Source: an optimization exercise on an open RTL-to-GDS flow (aim: small area). Production flows keep margins and buffers that such runs may drop. The RTL was checked by simulation tests, not by an equivalence proof against the original design. No activity file was given, so power comes from the tool's default toggle rates.

==> flow/design.v <==
module gba_gpu_colorshade
(
   input             clk100,
   input             reset,
   input      [2:0]  shade_mode,       
   input      [7:0]  pixel_in_x,
   input      [7:0]  pixel_in_y,
   input      [15:0] pixel_in_addr,
   input      [14:0] pixel_in_data,
   input             pixel_in_we,
   output reg [7:0]  pixel_out_x,
   output reg [7:0]  pixel_out_y,
   output reg [15:0] pixel_out_addr,
   output reg [17:0] pixel_out_data,
   output reg        pixel_out_we
);
   function signed [12:0] div1024;
      input signed [23:0] v;
      reg   signed [23:0] t;
      begin
         t       = (v < 0) ? (v + 24'sd1023) : v;
         div1024 = t[22:10];
      end
   endfunction
   function [9:0] rom_linear;
      input [6:0] a;
      begin
         case (a)
            7'd0: rom_linear = 10'd0;
            7'd1: rom_linear = 10'd1;
            7'd2: rom_linear = 10'd2;
            7'd3: rom_linear = 10'd6;
            7'd4: rom_linear = 10'd11;
            7'd5: rom_linear = 10'd17;
            7'd6: rom_linear = 10'd26;
            7'd7: rom_linear = 10'd36;
            7'd8: rom_linear = 10'd49;
            7'd9: rom_linear = 10'd63;
            7'd10: rom_linear = 10'd79;
            7'd11: rom_linear = 10'd98;
            7'd12: rom_linear = 10'd118;
            7'd13: rom_linear = 10'd141;
            7'd14: rom_linear = 10'd166;
            7'd15: rom_linear = 10'd193;
            7'd16: rom_linear = 10'd223;
            7'd17: rom_linear = 10'd255;
            7'd18: rom_linear = 10'd289;
            7'd19: rom_linear = 10'd325;
            7'd20: rom_linear = 10'd364;
            7'd21: rom_linear = 10'd405;
            7'd22: rom_linear = 10'd449;
            7'd23: rom_linear = 10'd495;
            7'd24: rom_linear = 10'd544;
            7'd25: rom_linear = 10'd595;
            7'd26: rom_linear = 10'd649;
            7'd27: rom_linear = 10'd705;
            7'd28: rom_linear = 10'd763;
            7'd29: rom_linear = 10'd825;
            7'd30: rom_linear = 10'd888;
            7'd31: rom_linear = 10'd955;
            7'd32: rom_linear = 10'd0;
            7'd33: rom_linear = 10'd4;
            7'd34: rom_linear = 10'd12;
            7'd35: rom_linear = 10'd23;
            7'd36: rom_linear = 10'd37;
            7'd37: rom_linear = 10'd53;
            7'd38: rom_linear = 10'd70;
            7'd39: rom_linear = 10'd90;
            7'd40: rom_linear = 10'd111;
            7'd41: rom_linear = 10'd135;
            7'd42: rom_linear = 10'd159;
            7'd43: rom_linear = 10'd185;
            7'd44: rom_linear = 10'd213;
            7'd45: rom_linear = 10'd242;
            7'd46: rom_linear = 10'd273;
            7'd47: rom_linear = 10'd305;
            7'd48: rom_linear = 10'd338;
            7'd49: rom_linear = 10'd372;
            7'd50: rom_linear = 10'd408;
            7'd51: rom_linear = 10'd445;
            7'd52: rom_linear = 10'd483;
            7'd53: rom_linear = 10'd522;
            7'd54: rom_linear = 10'd562;
            7'd55: rom_linear = 10'd604;
            7'd56: rom_linear = 10'd646;
            7'd57: rom_linear = 10'd690;
            7'd58: rom_linear = 10'd735;
            7'd59: rom_linear = 10'd780;
            7'd60: rom_linear = 10'd827;
            7'd61: rom_linear = 10'd875;
            7'd62: rom_linear = 10'd924;
            7'd63: rom_linear = 10'd973;
            7'd64: rom_linear = 10'd0;
            7'd65: rom_linear = 10'd4;
            7'd66: rom_linear = 10'd12;
            7'd67: rom_linear = 10'd23;
            7'd68: rom_linear = 10'd37;
            7'd69: rom_linear = 10'd53;
            7'd70: rom_linear = 10'd70;
            7'd71: rom_linear = 10'd90;
            7'd72: rom_linear = 10'd111;
            7'd73: rom_linear = 10'd135;
            7'd74: rom_linear = 10'd159;
            7'd75: rom_linear = 10'd185;
            7'd76: rom_linear = 10'd213;
            7'd77: rom_linear = 10'd242;
            7'd78: rom_linear = 10'd273;
            7'd79: rom_linear = 10'd305;
            7'd80: rom_linear = 10'd338;
            7'd81: rom_linear = 10'd372;
            7'd82: rom_linear = 10'd408;
            7'd83: rom_linear = 10'd445;
            7'd84: rom_linear = 10'd483;
            7'd85: rom_linear = 10'd522;
            7'd86: rom_linear = 10'd562;
            7'd87: rom_linear = 10'd604;
            7'd88: rom_linear = 10'd646;
            7'd89: rom_linear = 10'd690;
            7'd90: rom_linear = 10'd735;
            7'd91: rom_linear = 10'd780;
            7'd92: rom_linear = 10'd827;
            7'd93: rom_linear = 10'd875;
            7'd94: rom_linear = 10'd924;
            7'd95: rom_linear = 10'd973;
            7'd96: rom_linear = 10'd0;
            7'd97: rom_linear = 10'd8;
            7'd98: rom_linear = 10'd21;
            7'd99: rom_linear = 10'd37;
            7'd100: rom_linear = 10'd56;
            7'd101: rom_linear = 10'd76;
            7'd102: rom_linear = 10'd98;
            7'd103: rom_linear = 10'd122;
            7'd104: rom_linear = 10'd147;
            7'd105: rom_linear = 10'd173;
            7'd106: rom_linear = 10'd201;
            7'd107: rom_linear = 10'd230;
            7'd108: rom_linear = 10'd259;
            7'd109: rom_linear = 10'd290;
            7'd110: rom_linear = 10'd322;
            7'd111: rom_linear = 10'd355;
            7'd112: rom_linear = 10'd388;
            7'd113: rom_linear = 10'd422;
            7'd114: rom_linear = 10'd458;
            7'd115: rom_linear = 10'd494;
            7'd116: rom_linear = 10'd530;
            7'd117: rom_linear = 10'd568;
            7'd118: rom_linear = 10'd606;
            7'd119: rom_linear = 10'd645;
            7'd120: rom_linear = 10'd685;
            7'd121: rom_linear = 10'd725;
            7'd122: rom_linear = 10'd766;
            7'd123: rom_linear = 10'd807;
            7'd124: rom_linear = 10'd849;
            7'd125: rom_linear = 10'd892;
            7'd126: rom_linear = 10'd936;
            7'd127: rom_linear = 10'd979;
            default: rom_linear = 10'd0;
         endcase
      end
   endfunction
   function signed [10:0] rom_mult;
      input [5:0] a;
      begin
         case (a)
            6'd0: rom_mult = 11'sd865;
            6'd1: rom_mult = 11'sd174;
            6'd2: rom_mult = -11'sd15;
            6'd3: rom_mult = 11'sd92;
            6'd4: rom_mult = 11'sd696;
            6'd5: rom_mult = 11'sd236;
            6'd6: rom_mult = 11'sd164;
            6'd7: rom_mult = 11'sd87;
            6'd8: rom_mult = 11'sd773;
            6'd9: rom_mult = 11'sd865;
            6'd10: rom_mult = 11'sd174;
            6'd11: rom_mult = -11'sd15;
            6'd12: rom_mult = 11'sd92;
            6'd13: rom_mult = 11'sd696;
            6'd14: rom_mult = 11'sd236;
            6'd15: rom_mult = 11'sd164;
            6'd16: rom_mult = 11'sd87;
            6'd17: rom_mult = 11'sd773;
            6'd18: rom_mult = 11'sd850;
            6'd19: rom_mult = 11'sd205;
            6'd20: rom_mult = -11'sd31;
            6'd21: rom_mult = 11'sd107;
            6'd22: rom_mult = 11'sd666;
            6'd23: rom_mult = 11'sd251;
            6'd24: rom_mult = 11'sd107;
            6'd25: rom_mult = 11'sd134;
            6'd26: rom_mult = 11'sd783;
            6'd27: rom_mult = 11'sd758;
            6'd28: rom_mult = 11'sd266;
            6'd29: rom_mult = 11'sd0;
            6'd30: rom_mult = 11'sd82;
            6'd31: rom_mult = 11'sd696;
            6'd32: rom_mult = 11'sd246;
            6'd33: rom_mult = 11'sd82;
            6'd34: rom_mult = 11'sd246;
            6'd35: rom_mult = 11'sd696;
            default: rom_mult = 11'd0;
         endcase
      end
   endfunction
   function [9:0] rom_rgb_border;
      input [7:0] a;
      begin
         case (a)
            8'd0: rom_rgb_border = 10'd0;
            8'd1: rom_rgb_border = 10'd1;
            8'd2: rom_rgb_border = 10'd2;
            8'd3: rom_rgb_border = 10'd3;
            8'd4: rom_rgb_border = 10'd4;
            8'd5: rom_rgb_border = 10'd5;
            8'd6: rom_rgb_border = 10'd6;
            8'd7: rom_rgb_border = 10'd8;
            8'd8: rom_rgb_border = 10'd11;
            8'd9: rom_rgb_border = 10'd14;
            8'd10: rom_rgb_border = 10'd17;
            8'd11: rom_rgb_border = 10'd21;
            8'd12: rom_rgb_border = 10'd26;
            8'd13: rom_rgb_border = 10'd31;
            8'd14: rom_rgb_border = 10'd36;
            8'd15: rom_rgb_border = 10'd42;
            8'd16: rom_rgb_border = 10'd49;
            8'd17: rom_rgb_border = 10'd55;
            8'd18: rom_rgb_border = 10'd63;
            8'd19: rom_rgb_border = 10'd71;
            8'd20: rom_rgb_border = 10'd79;
            8'd21: rom_rgb_border = 10'd88;
            8'd22: rom_rgb_border = 10'd98;
            8'd23: rom_rgb_border = 10'd108;
            8'd24: rom_rgb_border = 10'd118;
            8'd25: rom_rgb_border = 10'd129;
            8'd26: rom_rgb_border = 10'd141;
            8'd27: rom_rgb_border = 10'd153;
            8'd28: rom_rgb_border = 10'd166;
            8'd29: rom_rgb_border = 10'd179;
            8'd30: rom_rgb_border = 10'd193;
            8'd31: rom_rgb_border = 10'd208;
            8'd32: rom_rgb_border = 10'd223;
            8'd33: rom_rgb_border = 10'd238;
            8'd34: rom_rgb_border = 10'd255;
            8'd35: rom_rgb_border = 10'd271;
            8'd36: rom_rgb_border = 10'd289;
            8'd37: rom_rgb_border = 10'd307;
            8'd38: rom_rgb_border = 10'd325;
            8'd39: rom_rgb_border = 10'd344;
            8'd40: rom_rgb_border = 10'd364;
            8'd41: rom_rgb_border = 10'd384;
            8'd42: rom_rgb_border = 10'd405;
            8'd43: rom_rgb_border = 10'd427;
            8'd44: rom_rgb_border = 10'd449;
            8'd45: rom_rgb_border = 10'd472;
            8'd46: rom_rgb_border = 10'd495;
            8'd47: rom_rgb_border = 10'd519;
            8'd48: rom_rgb_border = 10'd544;
            8'd49: rom_rgb_border = 10'd569;
            8'd50: rom_rgb_border = 10'd595;
            8'd51: rom_rgb_border = 10'd621;
            8'd52: rom_rgb_border = 10'd649;
            8'd53: rom_rgb_border = 10'd676;
            8'd54: rom_rgb_border = 10'd705;
            8'd55: rom_rgb_border = 10'd734;
            8'd56: rom_rgb_border = 10'd763;
            8'd57: rom_rgb_border = 10'd794;
            8'd58: rom_rgb_border = 10'd825;
            8'd59: rom_rgb_border = 10'd856;
            8'd60: rom_rgb_border = 10'd888;
            8'd61: rom_rgb_border = 10'd921;
            8'd62: rom_rgb_border = 10'd955;
            8'd63: rom_rgb_border = 10'd989;
            8'd64: rom_rgb_border = 10'd0;
            8'd65: rom_rgb_border = 10'd1;
            8'd66: rom_rgb_border = 10'd4;
            8'd67: rom_rgb_border = 10'd8;
            8'd68: rom_rgb_border = 10'd12;
            8'd69: rom_rgb_border = 10'd17;
            8'd70: rom_rgb_border = 10'd23;
            8'd71: rom_rgb_border = 10'd30;
            8'd72: rom_rgb_border = 10'd37;
            8'd73: rom_rgb_border = 10'd44;
            8'd74: rom_rgb_border = 10'd53;
            8'd75: rom_rgb_border = 10'd61;
            8'd76: rom_rgb_border = 10'd70;
            8'd77: rom_rgb_border = 10'd80;
            8'd78: rom_rgb_border = 10'd90;
            8'd79: rom_rgb_border = 10'd100;
            8'd80: rom_rgb_border = 10'd111;
            8'd81: rom_rgb_border = 10'd123;
            8'd82: rom_rgb_border = 10'd135;
            8'd83: rom_rgb_border = 10'd147;
            8'd84: rom_rgb_border = 10'd159;
            8'd85: rom_rgb_border = 10'd172;
            8'd86: rom_rgb_border = 10'd185;
            8'd87: rom_rgb_border = 10'd199;
            8'd88: rom_rgb_border = 10'd213;
            8'd89: rom_rgb_border = 10'd228;
            8'd90: rom_rgb_border = 10'd242;
            8'd91: rom_rgb_border = 10'd257;
            8'd92: rom_rgb_border = 10'd273;
            8'd93: rom_rgb_border = 10'd289;
            8'd94: rom_rgb_border = 10'd305;
            8'd95: rom_rgb_border = 10'd321;
            8'd96: rom_rgb_border = 10'd338;
            8'd97: rom_rgb_border = 10'd355;
            8'd98: rom_rgb_border = 10'd372;
            8'd99: rom_rgb_border = 10'd390;
            8'd100: rom_rgb_border = 10'd408;
            8'd101: rom_rgb_border = 10'd426;
            8'd102: rom_rgb_border = 10'd445;
            8'd103: rom_rgb_border = 10'd464;
            8'd104: rom_rgb_border = 10'd483;
            8'd105: rom_rgb_border = 10'd502;
            8'd106: rom_rgb_border = 10'd522;
            8'd107: rom_rgb_border = 10'd542;
            8'd108: rom_rgb_border = 10'd562;
            8'd109: rom_rgb_border = 10'd583;
            8'd110: rom_rgb_border = 10'd604;
            8'd111: rom_rgb_border = 10'd625;
            8'd112: rom_rgb_border = 10'd646;
            8'd113: rom_rgb_border = 10'd668;
            8'd114: rom_rgb_border = 10'd690;
            8'd115: rom_rgb_border = 10'd712;
            8'd116: rom_rgb_border = 10'd735;
            8'd117: rom_rgb_border = 10'd757;
            8'd118: rom_rgb_border = 10'd780;
            8'd119: rom_rgb_border = 10'd804;
            8'd120: rom_rgb_border = 10'd827;
            8'd121: rom_rgb_border = 10'd851;
            8'd122: rom_rgb_border = 10'd875;
            8'd123: rom_rgb_border = 10'd899;
            8'd124: rom_rgb_border = 10'd924;
            8'd125: rom_rgb_border = 10'd948;
            8'd126: rom_rgb_border = 10'd973;
            8'd127: rom_rgb_border = 10'd999;
            8'd128: rom_rgb_border = 10'd0;
            8'd129: rom_rgb_border = 10'd1;
            8'd130: rom_rgb_border = 10'd4;
            8'd131: rom_rgb_border = 10'd8;
            8'd132: rom_rgb_border = 10'd12;
            8'd133: rom_rgb_border = 10'd17;
            8'd134: rom_rgb_border = 10'd23;
            8'd135: rom_rgb_border = 10'd30;
            8'd136: rom_rgb_border = 10'd37;
            8'd137: rom_rgb_border = 10'd44;
            8'd138: rom_rgb_border = 10'd53;
            8'd139: rom_rgb_border = 10'd61;
            8'd140: rom_rgb_border = 10'd70;
            8'd141: rom_rgb_border = 10'd80;
            8'd142: rom_rgb_border = 10'd90;
            8'd143: rom_rgb_border = 10'd100;
            8'd144: rom_rgb_border = 10'd111;
            8'd145: rom_rgb_border = 10'd123;
            8'd146: rom_rgb_border = 10'd135;
            8'd147: rom_rgb_border = 10'd147;
            8'd148: rom_rgb_border = 10'd159;
            8'd149: rom_rgb_border = 10'd172;
            8'd150: rom_rgb_border = 10'd185;
            8'd151: rom_rgb_border = 10'd199;
            8'd152: rom_rgb_border = 10'd213;
            8'd153: rom_rgb_border = 10'd228;
            8'd154: rom_rgb_border = 10'd242;
            8'd155: rom_rgb_border = 10'd257;
            8'd156: rom_rgb_border = 10'd273;
            8'd157: rom_rgb_border = 10'd289;
            8'd158: rom_rgb_border = 10'd305;
            8'd159: rom_rgb_border = 10'd321;
            8'd160: rom_rgb_border = 10'd338;
            8'd161: rom_rgb_border = 10'd355;
            8'd162: rom_rgb_border = 10'd372;
            8'd163: rom_rgb_border = 10'd390;
            8'd164: rom_rgb_border = 10'd408;
            8'd165: rom_rgb_border = 10'd426;
            8'd166: rom_rgb_border = 10'd445;
            8'd167: rom_rgb_border = 10'd464;
            8'd168: rom_rgb_border = 10'd483;
            8'd169: rom_rgb_border = 10'd502;
            8'd170: rom_rgb_border = 10'd522;
            8'd171: rom_rgb_border = 10'd542;
            8'd172: rom_rgb_border = 10'd562;
            8'd173: rom_rgb_border = 10'd583;
            8'd174: rom_rgb_border = 10'd604;
            8'd175: rom_rgb_border = 10'd625;
            8'd176: rom_rgb_border = 10'd646;
            8'd177: rom_rgb_border = 10'd668;
            8'd178: rom_rgb_border = 10'd690;
            8'd179: rom_rgb_border = 10'd712;
            8'd180: rom_rgb_border = 10'd735;
            8'd181: rom_rgb_border = 10'd757;
            8'd182: rom_rgb_border = 10'd780;
            8'd183: rom_rgb_border = 10'd804;
            8'd184: rom_rgb_border = 10'd827;
            8'd185: rom_rgb_border = 10'd851;
            8'd186: rom_rgb_border = 10'd875;
            8'd187: rom_rgb_border = 10'd899;
            8'd188: rom_rgb_border = 10'd924;
            8'd189: rom_rgb_border = 10'd948;
            8'd190: rom_rgb_border = 10'd973;
            8'd191: rom_rgb_border = 10'd999;
            8'd192: rom_rgb_border = 10'd0;
            8'd193: rom_rgb_border = 10'd3;
            8'd194: rom_rgb_border = 10'd8;
            8'd195: rom_rgb_border = 10'd14;
            8'd196: rom_rgb_border = 10'd21;
            8'd197: rom_rgb_border = 10'd29;
            8'd198: rom_rgb_border = 10'd37;
            8'd199: rom_rgb_border = 10'd46;
            8'd200: rom_rgb_border = 10'd56;
            8'd201: rom_rgb_border = 10'd66;
            8'd202: rom_rgb_border = 10'd76;
            8'd203: rom_rgb_border = 10'd87;
            8'd204: rom_rgb_border = 10'd98;
            8'd205: rom_rgb_border = 10'd110;
            8'd206: rom_rgb_border = 10'd122;
            8'd207: rom_rgb_border = 10'd134;
            8'd208: rom_rgb_border = 10'd147;
            8'd209: rom_rgb_border = 10'd160;
            8'd210: rom_rgb_border = 10'd173;
            8'd211: rom_rgb_border = 10'd187;
            8'd212: rom_rgb_border = 10'd201;
            8'd213: rom_rgb_border = 10'd215;
            8'd214: rom_rgb_border = 10'd230;
            8'd215: rom_rgb_border = 10'd244;
            8'd216: rom_rgb_border = 10'd259;
            8'd217: rom_rgb_border = 10'd275;
            8'd218: rom_rgb_border = 10'd290;
            8'd219: rom_rgb_border = 10'd306;
            8'd220: rom_rgb_border = 10'd322;
            8'd221: rom_rgb_border = 10'd338;
            8'd222: rom_rgb_border = 10'd355;
            8'd223: rom_rgb_border = 10'd371;
            8'd224: rom_rgb_border = 10'd388;
            8'd225: rom_rgb_border = 10'd405;
            8'd226: rom_rgb_border = 10'd422;
            8'd227: rom_rgb_border = 10'd440;
            8'd228: rom_rgb_border = 10'd458;
            8'd229: rom_rgb_border = 10'd475;
            8'd230: rom_rgb_border = 10'd494;
            8'd231: rom_rgb_border = 10'd512;
            8'd232: rom_rgb_border = 10'd530;
            8'd233: rom_rgb_border = 10'd549;
            8'd234: rom_rgb_border = 10'd568;
            8'd235: rom_rgb_border = 10'd587;
            8'd236: rom_rgb_border = 10'd606;
            8'd237: rom_rgb_border = 10'd625;
            8'd238: rom_rgb_border = 10'd645;
            8'd239: rom_rgb_border = 10'd665;
            8'd240: rom_rgb_border = 10'd685;
            8'd241: rom_rgb_border = 10'd705;
            8'd242: rom_rgb_border = 10'd725;
            8'd243: rom_rgb_border = 10'd745;
            8'd244: rom_rgb_border = 10'd766;
            8'd245: rom_rgb_border = 10'd786;
            8'd246: rom_rgb_border = 10'd807;
            8'd247: rom_rgb_border = 10'd828;
            8'd248: rom_rgb_border = 10'd849;
            8'd249: rom_rgb_border = 10'd871;
            8'd250: rom_rgb_border = 10'd892;
            8'd251: rom_rgb_border = 10'd914;
            8'd252: rom_rgb_border = 10'd936;
            8'd253: rom_rgb_border = 10'd957;
            8'd254: rom_rgb_border = 10'd979;
            8'd255: rom_rgb_border = 10'd1002;
            default: rom_rgb_border = 10'd0;
         endcase
      end
   endfunction
   localparam [1:0] IDLE        = 2'd0;
   localparam [1:0] READ_VALUE  = 2'd1;
   localparam [1:0] WRITE_VALUE = 2'd2;
   reg        [9:0]  shade_lookup_linear     [0:31];
   reg signed [10:0] shade_mult              [0:8];
   reg        [9:0]  shade_lookup_rgb_border [0:63];
   reg               shade_on;
   reg        [2:0]  shade_mode_act;
   reg        [1:0]  state;
   reg        [4:0]  linear_count;
   reg        [3:0]  mult_count;
   reg        [5:0]  rgb_count;
   reg        [6:0]  linear_address;
   reg        [5:0]  mult_address;
   reg        [7:0]  rgb_address;
   reg        [9:0]  linear_value;
   reg signed [10:0] mult_value;
   reg        [9:0]  rgb_value;
   reg        [7:0]  pixel_1_x;
   reg        [7:0]  pixel_1_y;
   reg        [15:0] pixel_1_addr;
   reg               pixel_1_we;
   reg        [9:0]  color_linear_1;
   reg        [9:0]  color_linear_2;
   reg        [9:0]  color_linear_3;
   reg        [7:0]  pixel_2_x;
   reg        [7:0]  pixel_2_y;
   reg        [15:0] pixel_2_addr;
   reg               pixel_2_we;
   reg signed [21:0] shade_precalc [0:8];    
   reg        [7:0]  pixel_3_x;
   reg        [7:0]  pixel_3_y;
   reg        [15:0] pixel_3_addr;
   reg               pixel_3_we;
   reg signed [12:0] shade_linear [1:3];
   reg        [7:0]  pixel_4_x;
   reg        [7:0]  pixel_4_y;
   reg        [15:0] pixel_4_addr;
   reg               pixel_4_we;
   reg        [9:0]  clip_linear [1:3];
   reg        [7:0]  pixel_5_x;
   reg        [7:0]  pixel_5_y;
   reg        [15:0] pixel_5_addr;
   reg               pixel_5_we;
   reg        [9:0]  clip_linear_1 [1:3];
   reg        [2:0]  color_upper [1:3];
   reg        [9:0]  colorlimitnext [1:3][1:7];
   integer c, i, j;
   always @(posedge clk100) begin
      shade_on <= (shade_mode != 3'd0);
      case (state)
         IDLE: begin
            if (shade_mode_act != shade_mode) begin
               shade_mode_act <= shade_mode;
               if (shade_mode != 3'd0) begin
                  state          <= READ_VALUE;
                  linear_count   <= 5'd0;
                  mult_count     <= 4'd0;
                  rgb_count      <= 6'd0;
                  linear_address <= ({4'd0, shade_mode} - 7'd1) * 7'd32;
                  mult_address   <= ({3'd0, shade_mode} - 6'd1) * 6'd9;
                  rgb_address    <= ({5'd0, shade_mode} - 8'd1) * 8'd64;
               end
            end
         end
         READ_VALUE: begin
            state        <= WRITE_VALUE;
            linear_value <= rom_linear(linear_address);
            mult_value   <= rom_mult(mult_address);
            rgb_value    <= rom_rgb_border(rgb_address);
         end
         WRITE_VALUE: begin
            shade_lookup_linear[linear_count] <= linear_value;
            shade_mult[mult_count]            <= mult_value;
            shade_lookup_rgb_border[rgb_count] <= rgb_value;
            if (rgb_count < 6'd63) begin
               state <= READ_VALUE;
               if (linear_count < 5'd31) begin
                  linear_count   <= linear_count + 5'd1;
                  linear_address <= linear_address + 7'd1;
               end
               if (mult_count < 4'd8) begin
                  mult_count   <= mult_count + 4'd1;
                  mult_address <= mult_address + 6'd1;
               end
               rgb_address <= rgb_address + 8'd1;
               rgb_count   <= rgb_count + 6'd1;
            end else begin
               state <= IDLE;
            end
         end
         default: state <= IDLE;
      endcase
      if (reset) begin
         shade_on       <= 1'b0;
         shade_mode_act <= 3'd0;
         state          <= IDLE;
      end
   end
   always @(posedge clk100) begin
      pixel_1_x    <= pixel_in_x;
      pixel_1_y    <= pixel_in_y;
      pixel_1_addr <= pixel_in_addr;
      pixel_1_we   <= pixel_in_we;
      color_linear_1 <= shade_lookup_linear[pixel_in_data[14:10]];
      color_linear_2 <= shade_lookup_linear[pixel_in_data[ 9: 5]];
      color_linear_3 <= shade_lookup_linear[pixel_in_data[ 4: 0]];
      pixel_2_x    <= pixel_1_x;
      pixel_2_y    <= pixel_1_y;
      pixel_2_addr <= pixel_1_addr;
      pixel_2_we   <= pixel_1_we;
      shade_precalc[0] <= shade_mult[0] * $signed({1'b0, color_linear_1});
      shade_precalc[1] <= shade_mult[1] * $signed({1'b0, color_linear_2});
      shade_precalc[2] <= shade_mult[2] * $signed({1'b0, color_linear_3});
      shade_precalc[3] <= shade_mult[3] * $signed({1'b0, color_linear_1});
      shade_precalc[4] <= shade_mult[4] * $signed({1'b0, color_linear_2});
      shade_precalc[5] <= shade_mult[5] * $signed({1'b0, color_linear_3});
      shade_precalc[6] <= shade_mult[6] * $signed({1'b0, color_linear_1});
      shade_precalc[7] <= shade_mult[7] * $signed({1'b0, color_linear_2});
      shade_precalc[8] <= shade_mult[8] * $signed({1'b0, color_linear_3});
      pixel_3_x    <= pixel_2_x;
      pixel_3_y    <= pixel_2_y;
      pixel_3_addr <= pixel_2_addr;
      pixel_3_we   <= pixel_2_we;
      shade_linear[1] <= div1024(shade_precalc[0] + shade_precalc[1] + shade_precalc[2]);
      shade_linear[2] <= div1024(shade_precalc[3] + shade_precalc[4] + shade_precalc[5]);
      shade_linear[3] <= div1024(shade_precalc[6] + shade_precalc[7] + shade_precalc[8]);
      pixel_4_x    <= pixel_3_x;
      pixel_4_y    <= pixel_3_y;
      pixel_4_addr <= pixel_3_addr;
      pixel_4_we   <= pixel_3_we;
      for (c = 1; c <= 3; c = c + 1) begin
         if (shade_linear[c] < 0)
            clip_linear[c] <= 10'd0;
         else if (shade_linear[c] > 13'sd1023)
            clip_linear[c] <= 10'd1023;
         else
            clip_linear[c] <= shade_linear[c][9:0];
      end
      pixel_5_x    <= pixel_4_x;
      pixel_5_y    <= pixel_4_y;
      pixel_5_addr <= pixel_4_addr;
      pixel_5_we   <= pixel_4_we;
      for (c = 1; c <= 3; c = c + 1) begin
         clip_linear_1[c] <= clip_linear[c];
         color_upper[c]   <= 3'd0;
         for (j = 1; j <= 7; j = j + 1)
            colorlimitnext[c][j] <= shade_lookup_rgb_border[j];
         for (i = 1; i <= 7; i = i + 1) begin
            if (clip_linear[c] > shade_lookup_rgb_border[i * 8]) begin
               color_upper[c] <= i[2:0];
               for (j = 1; j <= 7; j = j + 1)
                  colorlimitnext[c][j] <= shade_lookup_rgb_border[i * 8 + j];
            end
         end
      end
      if (shade_on) begin
         pixel_out_x    <= pixel_5_x;
         pixel_out_y    <= pixel_5_y;
         pixel_out_addr <= pixel_5_addr;
         pixel_out_we   <= pixel_5_we;
         pixel_out_data[17:12] <= {color_upper[1], 3'b000};
         pixel_out_data[11: 6] <= {color_upper[2], 3'b000};
         pixel_out_data[ 5: 0] <= {color_upper[3], 3'b000};
         for (c = 1; c <= 3; c = c + 1) begin
            for (i = 1; i <= 7; i = i + 1) begin
               if (clip_linear_1[c] > colorlimitnext[c][i])
                  pixel_out_data[(3 - c) * 6 +: 3] <= i[2:0];
            end
         end
      end else begin
         pixel_out_x    <= pixel_in_x;
         pixel_out_y    <= pixel_in_y;
         pixel_out_addr <= pixel_in_addr;
         pixel_out_we   <= pixel_in_we;
         pixel_out_data <= {pixel_in_data[14:10], pixel_in_data[14],
                            pixel_in_data[ 9: 5], pixel_in_data[ 9],
                            pixel_in_data[ 4: 0], pixel_in_data[ 4]};
      end
      if (reset) begin
         pixel_1_we   <= 1'b0;
         pixel_2_we   <= 1'b0;
         pixel_3_we   <= 1'b0;
         pixel_4_we   <= 1'b0;
         pixel_5_we   <= 1'b0;
         pixel_out_we <= 1'b0;
      end
   end
endmodule
==> flow/run.sh <==
#!/bin/bash
# synth_recipe.tcl (not shown) runs the flow's synth.tcl, then flattens the netlist and writes it again
# the make line also repeats each setting of config.mk as NAME=value (left out here)
make -C /OpenROAD-flow-scripts/flow DESIGN_CONFIG=/design/flow/config.mk WORK_HOME=/design/flow/orfs CLKGATE_MAP_FILE= SYNTH_SCRIPT=/design/flow/synth_recipe.tcl finish
==> flow/config.mk <==
export PLATFORM = sky130hd
export DESIGN_NAME = gba_gpu_colorshade
export DESIGN_NICKNAME = gba_gpu_colorshade
export VERILOG_FILES = /design/flow/design.v
export SDC_FILE = /design/flow/constraint.sdc
export NUM_CORES = 4
export LEC_CHECK = 0
export CAP_MARGIN = 20
export CORE_MARGIN = 2
export CORE_UTILIZATION = 40
export SLEW_MARGIN = 20
==> flow/constraint.sdc <==
create_clock -name core_clock -period 10.0 [get_ports {clk100}]
set_input_delay 2.0000 -clock core_clock [delete_from_list [all_inputs] [get_ports {clk100}]]
set_output_delay 2.0000 -clock core_clock [all_outputs]
set_load 0.01 [all_outputs]
==> results.cfg <==
[worst_setup_path]
worstPathArrival_ps = 6810
worstPathCellList = buf_4 -> nand2_1 -> fa_1 -> inv_1 -> fa_1 -> inv_1 -> fa_1 -> inv_1 -> fa_1 -> inv_1 -> fa_1 -> inv_1 -> ha_1 -> or3_1 -> o21ai_0 -> a21oi_1 -> a211oi_1 -> nor3_1 -> a2111oi_0 -> a21oi_1 -> xnor2_1
slowest_stage = a2111oi_0
critPathBufInv = 6
worstSetupPathType = reg -> reg
cp_max_fo = 33
r2r_slack_ps = 3980
r2r_start = color_linear_1[2]$_DFF_P_
crit_cells = 21
reg2reg_to = shade_precalc[6][21]$_DFF_P_
critPathRequiredTime_ps = 10790
cp_top_family = adder cells
cp-start-kind = flop
slowest_delay_ps = 630
end_kind = flop
ff2ff_path_depth = 21

[clock_network]
cts_tree = built
cts_resized = 0
clk_pin_slew_ps = 60
cts_sinks = 1884
ctsRootBufferMaster = clkbuf_16
cts_made_buffers = 213
cts_max_level = 4
clockBufferDepth = 4
clock_latency_ps = 1000
postCtsSetupBuffers = 0
ctsHoldBuffers = 0

[power]
p_int_mw = 29.1
p_switching_mw = 26.3
p_seq_frac = 0.206
power_density_mw_per_mm2 = 377
pwr-share-clk = 0.148
netSwitchingFraction = 0.474
p_leak_nw = 62.2
comb_power_share = 0.646
max-vdd-ir-drop_v = 0.000332

[synthesis]
yosysTopAreaCellShare = 0.250
synth_warnings = 7
synth_nets = 15000
yosysTopAreaCell = edfxtp_1
synth_cells = 12931
async_reset_ff_frac = 0
synthesis.area_mm2 = 0.134
syn_area_per_cell_um2 = 10.4
synth-seq-cells = 1884
yosysUniqueCellTypes = 97
synth_edf_count = 1116
ys_dominant_reg_cell = edfxtp_1
ys_top_cells_by_area = edfxtp_1 25%, fa_1 15%, dfxtp_1 11%, ha_1 9.4%, inv_1 5.2%
ys_seq_area_frac = 0.365

[layout]
drive_above_1_share = 0.0857
final_common_cell = inv_1
nNetsFinal = 14834
layout-area-overhead-vs-synth_pct = 9.78
layoutNonFillerInstCount = 17346
most-common-layout-cells = 1,863 x inv_1, 1,365 x nand2_1, 1,116 x edfxtp_1, 1,014 x fa_1, 1,002 x ha_1

[timing]
fin_crit_sh = 0.602
rsz0062_at_grt = false
fin_worst_skew_ps = 152
holdWs_ps = 279
hold_viol = 0
slew_violations = 0
fmax_ghz = 0.166
min_period_ps = 6020
setup-violations-final = 0
fin_tns_setup_ps = 0
maxSlewHeadroom = 0.194
max_slew.worst_pin.slew_ps = 1210

[route]
route.detailed.drc = 0
ant_nets = 0
dr.pass1.iters = 8
via_count = 94745
vias_per_cell = 5.46
wl_per_cell_um = 22.1
wl_um = 383000
drtIter0Drc = 8775

[global_route]
antenna_found_initial = 35
grt_max_degree = 93
grt_pass1_wl_um = 583000
track_usage = 0.225
grt_remaining_overflow = 0
grt_pass1_vias = 94252

[outcome]
outcome = no timing/DRC/antenna violations

[floorplan]
start_util = 0.402
die_y_um = 582
rows = 212
num_io_pins = 104
fp.dieW_um = 582
fp.dieArea_mm2 = 0.339
coreArea_mm2 = 0.333

[hold_path]
hp-class = reg -> reg
min_path_cells = 0
hold_end = pixel_5_addr[0]$_DFF_P_
min_from = pixel_4_addr[0]$_DFF_P_

[place]
io_buffers = 103
dp_hpwl_um = 260000
gp_congestion = 0.892
placed_cells = 16932

[flow_run]
cap_viol_max_count = 0
[metrics by stage]
step	setup slack, ps	total power, mW	area, µm²	utilization
2_1_floorplan	4460	37.2	134000	-
3_3_place_gp	3950	46.9	139000	0.419
3_5_place_dp	4000	47.1	140000	0.419
4_1_cts	3980	55.6	147000	0.441
5_1_grt	3510	60.6	147000	0.441
6_report	3980	55.4	147000	0.441
[routing by layer]
metal / GRT usage / wire length [µm] / up-vias
li1: - / - / 43667
met1: 0.304 / 161000 / 46754
met2: 0.356 / 173000 / 3580
met3: 0.0331 / 29100 / 742
met4: 0.100 / 19000 / 2
met5: 0 / 10 / -
[flip-flops by register name, summed over array words and instances (netlist names), 11 cells and up]
name / flops
pixel_2_addr: 16
pixel_5_addr: 16
pixel_out_addr: 16
colorlimitnext: 210
shade_linear: 39
pixel_out_data: 18
clip_linear: 30
mult_value: 11
pixel_3_addr: 16
shade_mult: 99
shade_lookup_linear: 320
shade_lookup_rgb_border: 630
pixel_4_addr: 16
clip_linear_1: 30
shade_precalc: 198
pixel_1_addr: 16
[how the worst max path moves through the flow]
| stage | slack, ps | startpoint | endpoint |
|---|---|---|---|
| 2_1_floorplan | 4460 | color_linear_1[2]$_DFF_P_ | shade_precalc[6][21]$_DFF_P_ |
| 3_3_place_gp | 3950 | color_linear_1[2]$_DFF_P_ | shade_precalc[6][21]$_DFF_P_ |
| 3_5_place_dp | 4000 | color_linear_1[2]$_DFF_P_ | shade_precalc[6][21]$_DFF_P_ |
| 4_1_cts | 3980 | color_linear_1[2]$_DFF_P_ | shade_precalc[6][21]$_DFF_P_ |
| 5_1_grt | 3510 | color_linear_1[2]$_DFF_P_ | shade_precalc[6][21]$_DFF_P_ |
| 6_report | 3980 | color_linear_1[2]$_DFF_P_ | shade_precalc[6][21]$_DFF_P_ |
[worst reg2reg max path: cells and delay by family, from the launching register on]
family                     cells  cell delay (ps)
buffers and inverters          6              630
and+or+nand+nor                3              610
AOI/OAI and AO/OA              5             1330
DFF                            1              300
xor gates and xnor gates       1              160
adders and majority gates      6             2870
[synth_stat cells (21+ instances only)]
cell,count
xor2_1,67
a21o_1,110
nand2_1,1367
nand2b_1,43
o31ai_1,83
and3_1,45
buf_2,24
nand3_1,264
a311oi_1,77
nor3_1,95
nor2_1,871
mux2i_1,234
a221oi_1,81
inv_1,1863
or2_2,23
edfxtp_1,1116
xnor2_1,220
a31oi_1,103
a211oi_1,142
a21oi_1,377
nand4_1,82
o21bai_1,21
buf_1,62
mux4_2,304
or3_1,38
a21boi_0,27
clkbuf_1,579
o21ai_0,554
dfxtp_1,768
ha_1,1002
nor2b_1,91
and2_1,506
mux2_2,144
fa_1,1014
o211ai_1,191
o21a_1,85
[cells by family after synthesis]
family,after synthesis,synth area share
compound gates,2046,0.100
buf+inv,2533,0.0713
mux,682,0.0808
flops,1884,0.365
xor+xnor,287,0.0188
simple gates,3482,0.118
fa+ha+maj,2017,0.245
[cell type report]
type / instances / area [µm²]
Tap cell: 4387 / 5490
Clock inverter: 110 / 1120
Inverter: 1866 / 7000
Antenna cell: 14 / 35.0
Clock buffer: 285 / 6180
Timing Repair Buffer: 286 / 2430
Sequential cell: 1884 / 48900
Multi-Input combinational cell: 8514 / 75800
Fill cell: 31416 / 186000
[power groups by stage]
| stage | clock network (mW) | registers [mW] | logic (mW) |
|---|---|---|---|
| global route | 8.65 | 11.5 | 40.4 |
| finish | 8.19 | 11.4 | 35.8 |
| CTS | 8.36 | 11.4 | 35.8 |
| global placement | 0 | 11.6 | 35.3 |
| detailed placement | 0 | 11.6 | 35.5 |
| floorplan | 0 | 10.8 | 26.4 |

-- static timing again, ports no longer ideal --
Ports are ideal in the flow. The routed layout listed here was re-timed in OpenROAD. Step 1: set_driving_cell puts a clkbuf_16 on clk100 and a buf_2 on each other input, an assumption about the parent block. Step 2 adds t to the input delays and takes it off the output delays; t is the mean of the earliest and latest rising clock arrival at the registers after step 1. Input paths then give back, and output paths get back, about the clock's delay inside the block. Three values: no drivers, after step 1, after step 2; two values: the first two.
shift t [ns]: 1.034
setup WS [ns]: 3.980 / 3.980 / 3.980
worst register clock-pin slew, ns: 0.07 / 0.07
worst data-port slew with drivers (ns): 0.25
cell pins on the clock port's net: 1
After both steps this run still meets setup and hold. For this run, drivers alone change the setup slack by 0.000 ns; drivers and shift together by 0.000 ns.
